From an optimization exercise on the open Yosys and OpenROAD flow, aimed at small area and a short achievable clock period; shortcuts taken in it are not production practice. In this exercise RTL edits were held to simulation tests only and were not proved equivalent to the original. Power and IR drop assume default switching activity.

==> inputs of run D <==
Design alu, start of the top module:
module alu #(
    parameter DATA_WIDTH = 32,
    parameter INST_WIDTH = 4
)(
    input                   i_clk,
    input                   i_rst_n,
    input  [DATA_WIDTH-1:0] i_data_a,
    input  [DATA_WIDTH-1:0] i_data_b,
    input  [INST_WIDTH-1:0] i_inst,
    input                   i_valid,
    output [DATA_WIDTH-1:0] o_data,
    output                  o_overflow,
    output                  o_valid
);
wire [31:0] a  = i_data_a;
wire [31:0] b  = i_data_b;
wire [3:0]  op = i_inst;
wire is_mul = i_valid & ((op == 4'd2) | (op == 4'd7));
wire addop  = i_valid & ((op == 4'd0) | (op == 4'd1) | (op == 4'd5) | (op == 4'd6));
wire sub    = i_valid & ((op == 4'd1) | (op == 4'd6));
wire addp   = addop & ~sub;
wire [32:0] bx = {b, 1'b0};
wire [15:0] bt_one, bt_two, bt_neg;
genvar gi;
generate
    for (gi = 0; gi < 16; gi = gi + 1) begin : g_enc
        assign bt_one[gi] = bx[2*gi+1] ^ bx[2*gi];
        assign bt_two[gi] = (bx[2*gi+2] & ~bx[2*gi+1] & ~bx[2*gi]) |
                            (~bx[2*gi+2] & bx[2*gi+1] & bx[2*gi]);
        assign bt_neg[gi] = bx[2*gi+2] & ~(bx[2*gi+1] & bx[2*gi]);
    end
endgenerate
wire lt_u;
ltu u_ltu (.a(a), .b(b), .lt(lt_u));
wire lt_s = a[31] ^ b[31] ^ lt_u;
wire lt = op[3] ? lt_u : lt_s;           
wire mx = (op == 4'd3) | (op == 4'd8);
wire mn = (op == 4'd4) | (op == 4'd9);
wire sel_a = (mx & ~lt) | (mn & lt);
wire sel_b = (mx & lt) | (mn & ~lt);
wire e11 = i_valid & (sel_a | sel_b | (op == 4'd10) | (op == 4'd11)) | addop;
wire e10 = i_valid & (sel_a | (op == 4'd11) | (op == 4'd12)) | addop;
wire e01 = i_valid & (sel_b | (op == 4'd11) | (op == 4'd12) | (op == 4'd13));
wire e00 = i_valid & (op == 4'd13);
wire erev = i_valid & (op == 4'd14);
wire [31:0] lg;
logic_unit u_lg (.a(a), .b(b), .e11(e11), .e10(e10), .e01(e01), .e00(e00),
                 .erev(erev), .d(lg));
wire [31:0] ax = lg;
wire [31:0] by = (b & {32{addp}}) | (~b & {32{sub}});
wire [95:0] cs_w;
wire pp0_0 = ((bt_one[0] & a[0])) ^ bt_neg[0];
wire pp0_1 = ((bt_one[0] & a[1]) | (bt_two[0] & a[0])) ^ bt_neg[0];
wire pp0_2 = ((bt_one[0] & a[2]) | (bt_two[0] & a[1])) ^ bt_neg[0];
  ...
==> flow/config.mk <==
export PLATFORM = sky130hd
export DESIGN_NAME = alu
export DESIGN_NICKNAME = alu
export VERILOG_FILES = /design/flow/design.v
export SDC_FILE = /design/flow/constraint.sdc
export NUM_CORES = 4
export LEC_CHECK = 0
export CAP_MARGIN = 20
export CORE_MARGIN = 2
export CORE_UTILIZATION = 45
export PLACE_DENSITY = 0.6
export SLEW_MARGIN = 20
export SYNTH_HIERARCHICAL = 1
export SYNTH_MINIMUM_KEEP_SIZE = 0
==> flow/constraint.sdc <==
create_clock -name core_clock -period 13.0 [get_ports {i_clk}]
set_input_delay 2.6000 -clock core_clock [delete_from_list [all_inputs] [get_ports {i_clk}]]
set_output_delay 2.6000 -clock core_clock [all_outputs]
set_load 0.01 [all_outputs]
standard.sh (not shown) runs the stock make flow with config.mk's settings and CLKGATE_MAP_FILE= SYNTH_SCRIPT=/design/flow/synth_recipe.tcl, a recipe that flattens the netlist after the stock synthesis.
==> flow/flow/run.sh <==
#!/bin/bash
# The standard ORFS layout (standard synthesis included), with two
# changes to how it is made:
#  - the port buffers are plain buffers (buf_4) rather than the delay cell
#    that buffer_ports picks on its own; every port still gets its buffer;
set -uo pipefail
MARGIN=6.75
export BUFFER_PORTS_ARGS="-buffer_cell sky130_fd_sc_hd__buf_4"
bash standard.sh SETUP_SLACK_MARGIN=$MARGIN finish > flow_make.log 2>&1
status=$?
cp -r orfs/logs flow_logs 2>/dev/null || true
exit $status
==> inputs of run H, as changes to run D <==
--- a/flow/design.v
+++ b/flow/design.v
@@ -35,21 +35,21 @@
 wire lt_s = a[31] ^ b[31] ^ lt_u;
 wire lt = op[3] ? lt_u : lt_s;           
 wire mx = (op == 4'd3) | (op == 4'd8);
 wire mn = (op == 4'd4) | (op == 4'd9);
 wire sel_a = (mx & ~lt) | (mn & lt);
 wire sel_b = (mx & lt) | (mn & ~lt);
-wire e11 = i_valid & (sel_a | sel_b | (op == 4'd10) | (op == 4'd11)) | addop;
-wire e10 = i_valid & (sel_a | (op == 4'd11) | (op == 4'd12)) | addop;
+wire e11 = i_valid & (sel_a | sel_b | (op == 4'd10) | (op == 4'd11));
+wire e10 = i_valid & (sel_a | (op == 4'd11) | (op == 4'd12));
 wire e01 = i_valid & (sel_b | (op == 4'd11) | (op == 4'd12) | (op == 4'd13));
 wire e00 = i_valid & (op == 4'd13);
 wire erev = i_valid & (op == 4'd14);
 wire [31:0] lg;
 logic_unit u_lg (.a(a), .b(b), .e11(e11), .e10(e10), .e01(e01), .e00(e00),
                  .erev(erev), .d(lg));
-wire [31:0] ax = lg;
+wire [31:0] ax = (a & {32{addop}}) | lg;
 wire [31:0] by = (b & {32{addp}}) | (~b & {32{sub}});
 wire [95:0] cs_w;
 wire pp0_0 = ((bt_one[0] & a[0])) ^ bt_neg[0];
 wire pp0_1 = ((bt_one[0] & a[1]) | (bt_two[0] & a[0])) ^ bt_neg[0];
 wire pp0_2 = ((bt_one[0] & a[2]) | (bt_two[0] & a[1])) ^ bt_neg[0];
 wire pp0_3 = ((bt_one[0] & a[3]) | (bt_two[0] & a[2])) ^ bt_neg[0];
@@ -892,24 +892,22 @@
                   (a[31] & b[0]) ^ (b[31] & a[0]),           
                   a[31] ^ b[31] ^ sub};                      
 reg [95:0] cs_r;
 reg        sub_r;
 reg [9:0]  ovi_r;
 reg        valid_r;
+always @(posedge i_clk) begin
+    cs_r  <= cs_w;
+    sub_r <= sub;
+    ovi_r <= ovi;
+end
 always @(posedge i_clk or negedge i_rst_n) begin
-    if (~i_rst_n) begin
-        cs_r    <= 96'd0;
-        sub_r   <= 1'b0;
-        ovi_r   <= 10'd0;
+    if (~i_rst_n)
         valid_r <= 1'b0;
-    end else begin
-        cs_r    <= cs_w;
-        sub_r   <= sub;
-        ovi_r   <= ovi;
+    else
         valid_r <= i_valid;
-    end
 end
 wire fs225, fc225;
 ha u_ha225 (.x(cs_r[4]), .y(cs_r[5]), .s(fs225), .c(fc225));
 wire fs226, fc226;
 ha u_ha226 (.x(cs_r[7]), .y(cs_r[8]), .s(fs226), .c(fc226));
 wire fs227, fc227;
@@ -979,14 +977,14 @@
 wire [3:0] ovt;
 ovtab u_ovtab (.mul_s(ovi_r[9]), .mul_u(ovi_r[8]), .add(ovi_r[7]), .cout(ovi_r[6]),
                .bout(ovi_r[5]), .ge32(ovi_r[4]), .ge31(ovi_r[3]), .sneg(ovi_r[2]),
                .k32(ovi_r[1]), .x31(ovi_r[0]), .t(ovt));
 wire ov;
 ovsel u_ovsel (.t(ovt), .p31(p31), .g31(g31), .q32(q32), .c31(c31), .y(ov));
-assign o_data     = s;
-assign o_overflow = ov;
+assign o_data     = s & {32{valid_r}};
+assign o_overflow = ov & valid_r;
 assign o_valid    = valid_r;
 endmodule
 module cpa (
     input  [32:0] x, y,
     input         sub,
     output [31:0] s,
==> flow/flow/run.sh (replaced) <==
#!/bin/bash
# The standard ORFS layout (standard synthesis included), with two
# changes to how it is made:
#  - the port buffers are plain buffers (buf_4) rather than the delay cell
#    that buffer_ports picks on its own; every port still gets its buffer;
set -uo pipefail
MARGIN=7.5
export BUFFER_PORTS_ARGS="-buffer_cell sky130_fd_sc_hd__buf_4"
bash standard.sh SETUP_SLACK_MARGIN=$MARGIN finish > flow_make.log 2>&1
status=$?
cp -r orfs/logs flow_logs 2>/dev/null || true
exit $status
==> notes <==
Run D went through all stages and came out clean. Run H completed with no timing, DRC or antenna violations.
Global-route usage: run H is higher than run D (2.2 points).
Critical path depth: run D is lower than run H (2).
Against run H, the clock power of run D is lower by about 6%.
Non-clock buffer count: run D is lower than run H (113).
Between run D and run H, the lower first-iteration DRC count is in run D (gap about 11%, measured against run H).
In sequential cell count, run H and run D do not differ.
In run H the synthesized cell count is higher than in run D, by about 2.5%.
In run H the sequential share of layout area is lower than in run D, by 3.9 points.
==> figures <==
item                                                                 run D       run H
Drt first-iter violations                                             1735        1957
Count of non-CTS buffers in the layout                                 149         262
Proportion of cell area occupied by registers                        12.9%       8.98%
Area share of xor/xnor cells in the synthesized design               15.2%       15.3%
Setup WS pre-CTS                                                   6.20 ns     6.06 ns
Met1 Use GR                                                          41.0%       42.5%
Post-synthesis compound-gate area fraction                           19.6%       20.0%
Leak Pwr                                                        0.00891 uW  0.00959 uW
Clock period minus final worst setup slack                         6.19 ns     6.21 ns
Proportion of power drawn by combinational gates                     76.1%       76.8%
Endpoint of the worst setup timing path                 cs_r[91]$_DFF_PN0_  o_overflow
Routing usage on met3                                                5.77%       7.52%
Post-Place Cell Area                                            20300 um^2  20500 um^2
Peak supply drop                                                   97.3 uV     72.2 uV
Portion of total power attributed to sequential cells                14.2%       13.5%
Total Power Consumption                                            2900 uW     3080 uW
Run status                                no timing/DRC/antenna violations  no timing/DRC/antenna violations
Buf+Inv Stages, Crit Path                                                1           4

-- port drivers added, routing unchanged --
How much do the figures lean on ideal ports? The routed layouts below were timed once more, with nothing changed but the port constraints. Step 1, drivers: a clkbuf_16 drives i_clk and a buf_2 each remaining input, both assumed. Step 2, shift: input delay + t, output delay - t, t = (earliest + latest rising clock arrival at the registers) / 2. This alone moves slack from input paths to output paths. a / b / c = ideal / step 1 / step 2; a / b = the first two.
run | t, ns | slack for setup (ns) | clock arrival spread, ns | worst register clock-pin slew, ns
run D | 0.446 | 6.813 / 6.822 / 6.403 | 0.020 / 0.020 | 0.09 / 0.09
run H | 0.422 | 6.787 / 6.737 / 6.612 | 0.015 / 0.015 | 0.09 / 0.09
After both steps every run listed still meets setup and hold. For run D, which loses most, drivers alone change the setup slack by +0.009 ns; drivers and shift together by -0.410 ns.
